Background: an optimization exercise with open tools, aiming at small area, a short achievable clock period and few clock cycles per item. Do not read the settings as production practice.
For this run, only the layout was checked, not whether the RTL still works.
Power and IR drop assume default switching activity.

## flow/config.mk

```make
export PLATFORM = sky130hd
export DESIGN_NAME = medfilter2
export DESIGN_NICKNAME = medfilter2
export VERILOG_FILES = /design/flow/design.v
export SDC_FILE = /design/flow/constraint.sdc
export NUM_CORES = 4
export LEC_CHECK = 0
export CAP_MARGIN = 20
export CORE_MARGIN = 2
export CORE_UTILIZATION = 40
export CTS_BUF_LIST = sky130_fd_sc_hd__clkbuf_8
export SETUP_SLACK_MARGIN = 3.3
export SLEW_MARGIN = 20
```

## flow/constraint.sdc

```tcl
create_clock -name core_clock -period 5.5 [get_ports {CLK}]
set_input_delay 1.1000 -clock core_clock [delete_from_list [all_inputs] [get_ports {CLK}]]
set_output_delay 1.1000 -clock core_clock [all_outputs]
set_load 0.01 [all_outputs]
```

## flow/design.v

```verilog
`timescale 1ns / 1ps
module medfilter2
(
  CLK,
  RSTn,
  Start_sig,
  Done_sig,
  Data_out,
  Rom_addr,
  Rom_data
);
  input CLK;
  input RSTn;
  input Start_sig;
  output Done_sig;
  output [7:0] Data_out;
  output [17:0] Rom_addr;
  input [7:0] Rom_data;
  reg       start_d;
  reg       run;
  reg [1:0] ph;        
  reg       z;         
  reg       first;     
  reg [8:0] rowA;
  reg [8:0] colA;
  reg       zq;        
  reg       done;
  wire start = Start_sig & ~start_d;
  always @(posedge CLK or negedge RSTn)
    if (!RSTn)
      start_d <= 1'b0;
    else
      start_d <= Start_sig;
  reg       eor;       
  wire [8:0] row_inc  = rowA + 9'd1;
  wire [8:0] row_dec1 = rowA - 9'd1;
  wire [8:0] row_dec2 = {rowA[8:1] - 8'd1, rowA[0]};
  always @(posedge CLK or negedge RSTn)
    if (!RSTn) begin
      run   <= 1'b0;
      ph    <= 2'd0;
      z     <= 1'b0;
      first <= 1'b0;
      rowA  <= 9'd0;
      colA  <= 9'd0;
      zq    <= 1'b0;
      done  <= 1'b0;
      eor   <= 1'b0;
    end else if (start) begin
      run   <= 1'b1;
      ph    <= 2'd0;
      z     <= 1'b1;
      first <= 1'b1;
      rowA  <= 9'd511;
      colA  <= 9'd0;
      zq    <= 1'b1;
      done  <= 1'b0;
      eor   <= 1'b0;
    end else if (run) begin
      ph  <= {ph[0], ~ph[1] & ~ph[0]};
      eor <= ~z & (colA == 9'd511);
      if (ph[1]) begin
        z    <= eor;
        rowA <= eor ? row_dec1 : row_dec2;
        if (!z)
          colA <= colA + 9'd1;
      end else
        rowA <= row_inc;
      zq   <= z | (ph == 2'd0 && rowA == 9'd511) | (ph[1] && rowA == 9'd0);
      done <= ph[1] & ~first & ~(~z & colA == 9'd3);
      if (ph[1] && !z && colA == 9'd2)
        first <= 1'b0;
    end
  assign Rom_addr = {rowA, colA};
  assign Done_sig = done;
  wire g0 = (ph == 2'd0);
  wire g1 = (ph == 2'd1);
  wire g2 = (ph == 2'd2);
  reg [7:0] s0, s1, s2, s3, s4, s5;       
  reg [7:0] t4, t5, t6, t7, t8, t9, t10, t11;   
  reg [7:0] r0, r1, r2, r3;
  reg [7:0] dout;
  reg qA, hab, hac, hbc;
  wire cA = gt8(s1, s0);
  wire cB = gt8(s2, s0);
  wire a_lo  = ~hab & ~hac;
  wire b_lo  =  hab & ~hbc;
  wire c_lo  =  hac &  hbc;
  wire a_mid =  hab ^ hac;
  wire b_mid = ~(hab ^ hbc);
  wire c_mid =  hac ^ hbc;
  wire a_hi  =  hab &  hac;
  wire b_hi  = ~hab &  hbc;
  wire c_hi  = ~hac & ~hbc;
  wire k1 = g2 & c_lo;
  wire k2 = g2 & b_lo | g0 & c_mid;
  wire k3 = g2 & a_lo | g0 & b_mid | g1 & c_hi;
  wire k4 = g0 & a_mid | g1 & b_hi;
  wire k5 = g1 & a_hi;
  wire [7:0] srt = ({8{k1}} & s1) | ({8{k2}} & s2) | ({8{k3}} & s3) |
                   ({8{k4}} & s4) | ({8{k5}} & s5);
  reg q_bc, q_ac, x1, x2, x3;
  wire gab = x3;
  wire gac = q_ac;
  wire gbc = q_bc;
  wire oa = g1 ? (gab & gac)   : g2 ? (gab ^ gac)    : (~gab & ~gac);
  wire ob = g1 ? (~gab & gbc)  : g2 ? ~(gab ^ gbc)   : (gab & ~gbc);
  wire oc = g1 ? (~gac & ~gbc) : g2 ? (gac ^ gbc)    : (gac & gbc);
  wire [7:0] op3 = ({8{oa}} & t11) | ({8{ob}} & t8) | ({8{oc}} & t5);
  reg f1, f1d, f2;
  wire fab = f1d;
  wire fac = f2;
  wire fbc = f1;
  wire [7:0] fmed = ({8{fab ^ fac}} & r3) | ({8{~(fab ^ fbc)}} & r2) | ({8{fac ^ fbc}} & r1);
  function gt8;
    input [7:0] a, b;
    reg [7:0] g, p;
    reg [3:0] g2, p2;
    reg [1:0] g4, p4;
    integer i;
    begin
      g = a & ~b;
      p = a | ~b;
      for (i = 0; i < 4; i = i + 1) begin
        g2[i] = g[2*i+1] | p[2*i+1] & g[2*i];
        p2[i] = p[2*i+1] & p[2*i];
      end
      for (i = 0; i < 2; i = i + 1) begin
        g4[i] = g2[2*i+1] | p2[2*i+1] & g2[2*i];
        p4[i] = p2[2*i+1] & p2[2*i];
      end
      gt8 = g4[1] | p4[1] & g4[0];
    end
  endfunction
  always @(posedge CLK) begin
    s0  <= Rom_data & {8{~zq}};
    s1  <= s0;
    s2  <= s1;
    s3  <= s2;
    s4  <= s3;
    s5  <= s4;
    qA  <= cA;
    if (g1) begin
      hab <= qA;
      hac <= cB;
      hbc <= cA;
    end
    t4  <= srt;
    t5  <= t4;
    t6  <= t5;
    t7  <= t6;
    t8  <= t7;
    t9  <= t8;
    t10 <= t9;
    t11 <= t10;
    q_bc <= gt8(t7, t4);
    q_ac <= gt8(t10, t4);
    x1  <= q_bc;
    x2  <= x1;
    x3  <= x2;
    r0  <= op3;
    r1  <= r0;
    r2  <= r1;
    r3  <= r2;
    f1  <= gt8(r1, r0);
    f2  <= gt8(r2, r0);
    f1d <= f1;
    dout <= fmed;
  end
  assign Data_out = dout;
endmodule
```

## flow/run.sh

```bash
#!/bin/bash
# synth_recipe.tcl (not shown) runs the flow's synth.tcl, then flattens the netlist and writes it again
# the make line also repeats each setting of config.mk as NAME=value (left out here)
make -C /OpenROAD-flow-scripts/flow DESIGN_CONFIG=/design/flow/config.mk WORK_HOME=/design/flow/orfs CLKGATE_MAP_FILE= SYNTH_SCRIPT=/design/flow/synth_recipe.tcl finish
```

==> results.txt <==
## cells in the mapped netlist, types with 4 or more instances
cell type and instances:
mux2i_1 9, buf_2 4, nand3_1 17, nor3_1 12, ha_1 22, nand2b_1 14, a21oi_1 18, clkbuf_1 9
xor2_1 8, o211ai_1 6, dfxtp_1 161, nor2_1 31, a22oi_1 8, maj3_2 4, o22ai_1 14, a211oi_1 8
o21ai_0 17, a221o_1 8, nor4_1 4, nand2_1 47, nand4_1 5, a222oi_1 16, inv_1 60, maj3_1 9
dfrtp_1 27, or3_1 4, nor2b_1 30
## layout make-up
cell class                 instances  share of cell area (%)
sequential                       191                    51.9
multi-input combinational        344                    30.4
timing repair buffer              58                    5.60
tap                              216                    3.51
clock buffer                      18                    3.22
inverter                          60                    2.92
clock inverter                    14                    2.45
## cell families (layout without fill, tap and decap cells)
kind of cell	Yosys count	after routing	synth area share, %
flops	191	191	60.3
compound gates	114	114	12.8
buf+inv	76	150	4.45
xor+xnor	11	11	1.46
mux	9	9	1.36
fa+ha+maj	35	35	6.21
simple gates	175	175	13.4
## layer usage
layer | GRT usage [%] | vias up | share of wire, %
li1 | - | 2257 | -
met2 | 23.4 | 74 | 48
met4 | 4.00 | 0 | 0.44
met1 | 18.7 | 2131 | 48
met3 | 3.87 | 4 | 3.7
met5 | 0 | - | 0
## final timing paths
path                                     start                   to  slack (ns)  cells past startpoint
max                        colA[2]$_DFFE_PN0P_          Rom_addr[2]        3.32                      1
min                              t6[5]$_DFF_P_        t7[5]$_DFF_P_        0.32                      0
max reg2reg                  ph[1]$_DFFE_PN0P_  colA[5]$_DFFE_PN0P_        3.50                      5
min reg2reg                      t6[5]$_DFF_P_        t7[5]$_DFF_P_        0.32                      0
max in group asynchronous                 RSTn  rowA[0]$_DFFE_PN0P_        4.17                      2
min in group asynchronous                 RSTn  colA[0]$_DFFE_PN0P_        1.02                      2
## power breakdown
part / switching [mW] / total, mW / internal, mW
clock: 0.468 / 0.976 / 0.508
sequential: 0.348 / 2.21 / 1.86
combinational: 0.608 / 1.15 / 0.545
## what timing repair did
action / CTS / global route
setup buffers: 18 / 1
setup endpoints to repair: 35 / 13
gates resized for setup: 85 / 8
==> results.json <==
{
  "grt_pass1_vias": 4350,
  "cp_max_fo": 2,
  "cts_sinks": 191,
  "port_buffers": 37,
  "hpwlAfterDp_mm": 8.19,
  "yosysTopAreaCell": "dfxtp_1",
  "critPathMaxStageDelay_ns": 0.41,
  "drt_wl_total_mm": 12.0,
  "finalPower_mw": 4.34,
  "dpl.cell_count": 850,
  "chipWidth_um": 133,
  "fin_cells": 901,
  "finalSetupTns_ns": 0,
  "ioPinCount": 38,
  "slew_headroom_pct": 50.0,
  "fillers": 1520,
  "worstHoldPathType": "flop to flop",
  "maxCapViolCount": 0,
  "syn_inst": 611,
  "cts.path.max_buffers": 2,
  "cts_made_buffers": 17,
  "synthFlopType": "dfxtp_1",
  "ctsHtreeMaxLevel": 4,
  "utilization_pct": 48.2,
  "placed_area_um2": 7200,
  "cts_tree": "yes",
  "critPathLaunchType": "flop",
  "dr.first_iter.drc_count": 229,
  "place_ws_ns": 2.76,
  "start_util_pct": 41.3,
  "clk_latency_ns": 0.44,
  "syn_avg_cell_area_um2": 10.8,
  "multi_input_area_um2": 2340,
  "critPathSlowestCell": "dfrtp_2",
  "synth_top_area_share_pct": 48.8,
  "drc_errors": 0,
  "core_region_area_um2": 16000,
  "row_count": 46,
  "cp_cell_sequence": "clkdlybuf4s15_1",
  "setup_violations": 0,
  "ant_nets": 0,
  "grt.total_usage_pct": 14.3,
  "rsz0062_at_grt": "true",
  "via_per_inst": 4.96,
  "hold_viol": 0,
  "nets": 705,
  "gp_congestion": 0.826,
  "n_antenna_cell": 0,
  "top_regs": "colA x9, rowA x9",
  "drive_above_1_share_pct": 13.3,
  "grt_max_degree": 33,
  "end_kind": "primary output",
  "ys_warn_count": 1,
  "syn_to_final_growth_pct": 16.6,
  "synthTopCellsByArea": "dfxtp_1, dfrtp_1, ha_1, inv_1, nor2b_1",
  "yosysSeqAreaShare_pct": 60.3,
  "grt_pass1_wl_mm": 20.7,
  "cts_root_buf": "clkbuf_8",
  "final_area_um2": 7700,
  "fmax_mhz": 459,
  "cts_hold_buf": 0,
  "grt_overflow": 0,
  "skew_ns": 0.0112,
  "min_period_ns": 2.18,
  "worst_hold_slack_ns": 0.321,
  "path_clk_slew_ns": 0.09,
  "cpLargestDelayFamily": "flip-flops",
  "ys_types": 50,
  "p_leak_nw": 3.23,
  "setup_ws_ns": 3.32,
  "synth-seq-cells": 191,
  "vdd_drop_max_v": 0.000238,
  "syn_area_um2": 6610,
  "crit_type": "flop to primary output",
  "wl_per_cell_um": 13.3,
  "outcome": "no timing/DRC/antenna violations",
  "synth_nets": 644,
  "layout_common_cells": "dfxtp_1, inv_1, nand2_1, nor2_1, nor2b_1",
  "regArea_um2": 4000,
  "antenna_found_initial": 0,
  "cp.arrival_ns": 1.08,
  "vias": 4466,
  "final_common_cell": "dfxtp_1",
  "async_flop_share_pct": 14.1,
  "synth-edff-count": 3,
  "critical_path_buf_inv_count": 1,
  "finalCritPeriodShare_pct": 39.6,
  "crit_required_ns": 4.40,
  "die-area_um2": 17600,
  "final_max_slew_viol_count": 0,
  "worst_pin_slew_ns": 0.751,
  "drtPass1Iterations": 6,
  "power_density_nw_per_um2": 563,
  "die_y_um": 133
}

==> re-timing with driven ports <==
In the flow no input, the clock included, has a driving cell. The finished layout below was timed again as built, in two steps.
Step 1 (the two cells are an assumption about what drives the block):
set clk [get_ports {CLK}]
set_driving_cell -lib_cell sky130_fd_sc_hd__clkbuf_16 $clk
set_driving_cell -lib_cell sky130_fd_sc_hd__buf_2 [delete_from_list [all_inputs] $clk]
Step 2 moves the port delays by t, midway between the first and last clock arrival at a register: inputs arrive t later, outputs are due t later. That takes back most of the time a late clock gives input paths.
a / b / c = ideal / step 1 / step 2; a / b = the first two.
t (ns): 0.466
setup slack, ns: 3.322 / 3.286 / 2.912
worst hold slack (ns): 0.321 / 0.321 / 0.321
worst setup path after step 2: input to register
After both steps this run still meets setup and hold. For this run, drivers alone change the setup slack by -0.036 ns; drivers and shift together by -0.410 ns.
